This design comes from an exercise in tuning for small area on the open sky130 flow, not from production work.
No driver is modelled on the clock port, so clock power and skew are understated where the tree is cut down; a real chip needs a root buffer or a tree.
No activity file was given, so power comes from the tool's default toggle rates.

## branch violet
==> module ClockDivider, before the edit <==
module ClockDivider(
    input i_clk,
    input i_reset,
    output o_wrap,
    output o_pre_last
    );
    localparam [13:0] C_RESET = 14'b10010100001001;
    localparam [13:0] C_9899  = 14'b11010011110000;
    localparam [13:0] C_LAST  = 14'b01101100101011;
    reg [13:0] r_lo;
    assign o_wrap     = &{~r_lo[13], r_lo[12], r_lo[11], ~r_lo[10], r_lo[9], r_lo[8], ~r_lo[7], ~r_lo[6], r_lo[5], ~r_lo[4], r_lo[3], ~r_lo[2]};
    assign o_pre_last = &{r_lo[13], r_lo[12], ~r_lo[11], r_lo[10], ~r_lo[9], ~r_lo[8], r_lo[7], r_lo[6], r_lo[5], r_lo[4], ~r_lo[3], ~r_lo[2]};
    wire w_fb = ~(r_lo[13] ^ r_lo[2] ^ r_lo[7] ^ r_lo[12]) ^ o_wrap;
    always @(posedge i_clk or posedge i_reset) begin
        if (i_reset) r_lo <= C_RESET;
        else         r_lo <= {r_lo[12:0], w_fb};
    end
endmodule
==> module Counter, before the edit <==
module Counter(
    input i_clk,
    input i_reset,
    input i_wrap,
    input i_pre_last,
    output [3:0] o_hi
    );
    reg [3:0] r_hi;
    assign o_hi = r_hi;
    wire w_hi9  = r_hi[3] & r_hi[0];    
    wire w_hi10 = r_hi[3] & r_hi[1];
    always @(posedge i_clk or posedge i_reset) begin
        if (i_reset)
            r_hi <= 4'd0;
        else if (w_hi9 ? i_pre_last : i_wrap)
            r_hi <= w_hi10 ? 4'd0 : r_hi + 4'd1;
    end
endmodule
==> module Comparator, before the edit <==
module Comparator(
    input [3:0] i_hi,
    output o_light_1, o_light_2, o_light_3, o_light_4
    );
    assign o_light_1 = (i_hi == 4'd0);
    assign o_light_2 = (i_hi < 4'd4);
    assign o_light_3 = (i_hi < 4'd7);
    assign o_light_4 = ~(i_hi[3] & i_hi[1]);
endmodule
==> module FSM_Light, before the edit <==
module FSM_Light(
    input i_clk,
    input i_reset,
    input [2:0] i_button,
    output [4:1] o_level
    );
    reg [2:0] r_level;
    wire w_top  = r_level[2] & ~r_level[0];    
    wire w_up   = i_button[0] & ~w_top;
    wire w_down = i_button[1] & ~w_up;
    wire w_hold = ~(w_up | i_button[1] | i_button[2]);
    assign o_level[1] = r_level[1] | r_level[0];
    assign o_level[2] = r_level[1];
    assign o_level[3] = r_level[2];
    assign o_level[4] = r_level[2] & ~r_level[0];
    always @(posedge i_clk or posedge i_reset) begin
        if (i_reset)
            r_level <= 3'b000;
        else begin
            r_level[0] <= (w_up & ~r_level[2]) | (w_down & r_level[1]) | (w_hold & r_level[0]);
            r_level[1] <= (w_up & (r_level[1] | r_level[0])) | (w_down & r_level[2]) | (w_hold & r_level[1]);
            r_level[2] <= (w_up & r_level[1]) | (w_down & r_level[2] & ~r_level[0]) | (w_hold & r_level[2]);
        end
    end
endmodule
Settings: LEC_CHECK=0, CAP_MARGIN=20, CORE_MARGIN=2, CORE_UTILIZATION=40, SLEW_MARGIN=20; clock period 10.0 ns.
standard.sh (not shown) runs the stock make flow with config.mk's settings and CLKGATE_MAP_FILE= SYNTH_SCRIPT=/design/flow/synth_recipe.tcl, a recipe that flattens the netlist after the stock synthesis.
==> flow/flow/run.sh <==
#!/bin/bash
# The standard synthesis and layout (standard.sh), with these changes
# to how the layout is made:
#  - clock tree: three buf_12, each at the centre of an equal share of
#    the flip-flops, driven by the clock port (flow/pre_cts.tcl replaces
#    clock_tree_synthesis)
#  - after CTS, combinational cells and buffers go down to the smallest
#    drive strength that leaves no slew, cap or timing violation
#    (flow/post_cts.tcl)
#  - port buffers are buf_1; repair aims at the library's own cap and slew
#    limits; core utilization 70%
# ORFS writes each step's full log under orfs/logs/; this script's own
# output goes to flow_run.log.
set -euo pipefail
export FLOW_CLK_BUF=sky130_fd_sc_hd__buf_12
export FLOW_CLK_K=3
bash standard.sh \
  "PRE_CTS_TCL=$PWD/flow/pre_cts.tcl" "POST_CTS_TCL=$PWD/flow/post_cts.tcl" \
  "BUFFER_PORTS_ARGS=-buffer_cell sky130_fd_sc_hd__buf_1" \
  CAP_MARGIN=0 SLEW_MARGIN=0 CORE_UTILIZATION=70 \
  finish > flow_run.log 2>&1
Other scripts of this flow, unchanged in this note and not shown: flow/flow/post_cts.tcl, flow/flow/pre_cts.tcl
branch violet reached the end of the flow, and the finished layout is clean on the timing, design-rule and antenna checks.
For branch garnet, these inputs were changed with respect to branch violet:
==> flow/design.v, changed modules only <==
module ClockDivider(
    input i_clk,
    input i_reset,
    output o_wrap,
    output o_pre_last
    );
    localparam [13:0] C_RESET = 14'b10101100110000;
    localparam [13:0] C_9899  = 14'b00111000010011;
    localparam [13:0] C_LAST  = 14'b11011001100011;
    reg [13:0] r_lo;
    assign o_wrap     = &{r_lo[13], r_lo[12], ~r_lo[11], r_lo[10], r_lo[9], ~r_lo[8], ~r_lo[7], r_lo[6], r_lo[5], ~r_lo[3], r_lo[1]};
    assign o_pre_last = &{~r_lo[13], ~r_lo[12], r_lo[11], r_lo[10], r_lo[9], ~r_lo[8], ~r_lo[7], ~r_lo[6], ~r_lo[5], ~r_lo[3], r_lo[1], r_lo[0]};
    wire w_fb = ~(r_lo[13] ^ r_lo[4] ^ r_lo[7] ^ r_lo[8]) ^ o_wrap;
    always @(posedge i_clk or posedge i_reset) begin
        if (i_reset) r_lo <= C_RESET;
        else         r_lo <= {r_lo[12:0], w_fb};
    end
endmodule
module Counter(
    input i_clk,
    input i_reset,
    input i_wrap,
    input i_pre_last,
    output [3:0] o_hi
    );
    reg [3:0] r_hi;
    reg [3:0] w_next;
    assign o_hi = r_hi;
    wire w_hi9  = r_hi[3] & r_hi[0] & ~r_hi[1];
    wire w_hi10 = r_hi[3] & r_hi[1];
    always @(*) begin
        case (r_hi)
            4'b0000: w_next = 4'b0001;
            4'b0001: w_next = 4'b0011;
            4'b0011: w_next = 4'b0010;
            4'b0010: w_next = 4'b0110;
            4'b0110: w_next = 4'b0111;
            4'b0111: w_next = 4'b0101;
            4'b0101: w_next = 4'b0100;
            4'b0100: w_next = 4'b1100;
            4'b1100: w_next = 4'b1101;
            4'b1101: w_next = 4'b1111;
            default: w_next = 4'b0000;
        endcase
    end
    always @(posedge i_clk or posedge i_reset) begin
        if (i_reset)
            r_hi <= 4'b0000;
        else if (w_hi9 ? i_pre_last : i_wrap)
            r_hi <= w_next;
    end
endmodule
module Comparator(
    input [3:0] i_hi,
    output o_light_1, o_light_2, o_light_3, o_light_4
    );
    assign o_light_1 = (i_hi == 4'b0000);
    assign o_light_2 = ~i_hi[3] & ~i_hi[2];
    assign o_light_3 = ~i_hi[3] & ~(i_hi[2] & ~i_hi[1] & ~i_hi[0]);
    assign o_light_4 = ~(i_hi[3] & i_hi[1]);
endmodule
module FSM_Light(
    input i_clk,
    input i_reset,
    input [2:0] i_button,
    output [4:1] o_level
    );
    reg [2:0] r_level;
    wire w_up   = i_button[0];
    wire w_down = i_button[1] & ~i_button[0];
    wire w_hold = ~(i_button[0] | i_button[1] | i_button[2]);
    assign o_level[1] = r_level[1] | r_level[0];
    assign o_level[2] = r_level[1];
    assign o_level[3] = r_level[2];
    assign o_level[4] = r_level[2] & ~r_level[0];
    always @(posedge i_clk or posedge i_reset) begin
        if (i_reset)
            r_level <= 3'b000;
        else begin
            r_level[0] <= (w_up & ~r_level[2]) | (w_down & r_level[1]) | (w_hold & r_level[0]);
            r_level[1] <= (w_up & (r_level[1] | r_level[0])) | (w_down & r_level[2]) | (w_hold & r_level[1]);
            r_level[2] <= (w_up & r_level[1]) | (w_down & r_level[2] & ~r_level[0]) | (w_hold & r_level[2]);
        end
    end
endmodule
## What came out
- Relative to branch violet, worst slack on hold paths increased by 0.013 ns in branch garnet.
- branch garnet vs branch violet, total routed wirelength went up by about 6%.
- On setup slack: between branch garnet and branch violet, it ends up higher for branch violet.
- Summary — via count of the first global-routing pass, branch garnet relative to branch violet: higher, by 67.
- Comparing post-layout total power for branch garnet and branch violet, the bigger number came from branch garnet.
- Sequential share of layout area in branch garnet vs branch violet: up 0.16 points
- branch violet and branch garnet ended up with roughly the same design area.
- branch garnet ended with less final standard cell utilization of the core than branch violet.
- In the final design statistics, branch garnet uses fewer standard cells in total than branch violet.
No functional check of the RTL was part of any run of this note. In every run of this note, the design's own scripts or RTL, not TritonCTS, make the clock network.

==> static timing again, ports no longer ideal <==
No port has a modelled driver above. Below, the same layouts with a new extraction and two added sets of constraints. Step 1 assumes that a clkbuf_16 drives the clock port and a buf_2 every other input. Step 2 adds t to the input delays and takes it off the output delays; t is the mean of the earliest and latest rising clock arrival at the registers after step 1. Input paths then give back, and output paths get back, about the clock's delay inside the block. Slacks: ideal ports / drivers / drivers and shift; pairs: ideal ports / drivers.
run | t, ns | slack for setup (ns) | worst hold slack (ns)
branch violet | 0.198 | 6.608 / 6.647 / 6.450 | 0.369 / 0.369 / 0.369
branch garnet | 0.197 | 6.497 / 6.536 / 6.339 | 0.382 / 0.382 / 0.382
After both steps setup and hold are still met in every run listed.
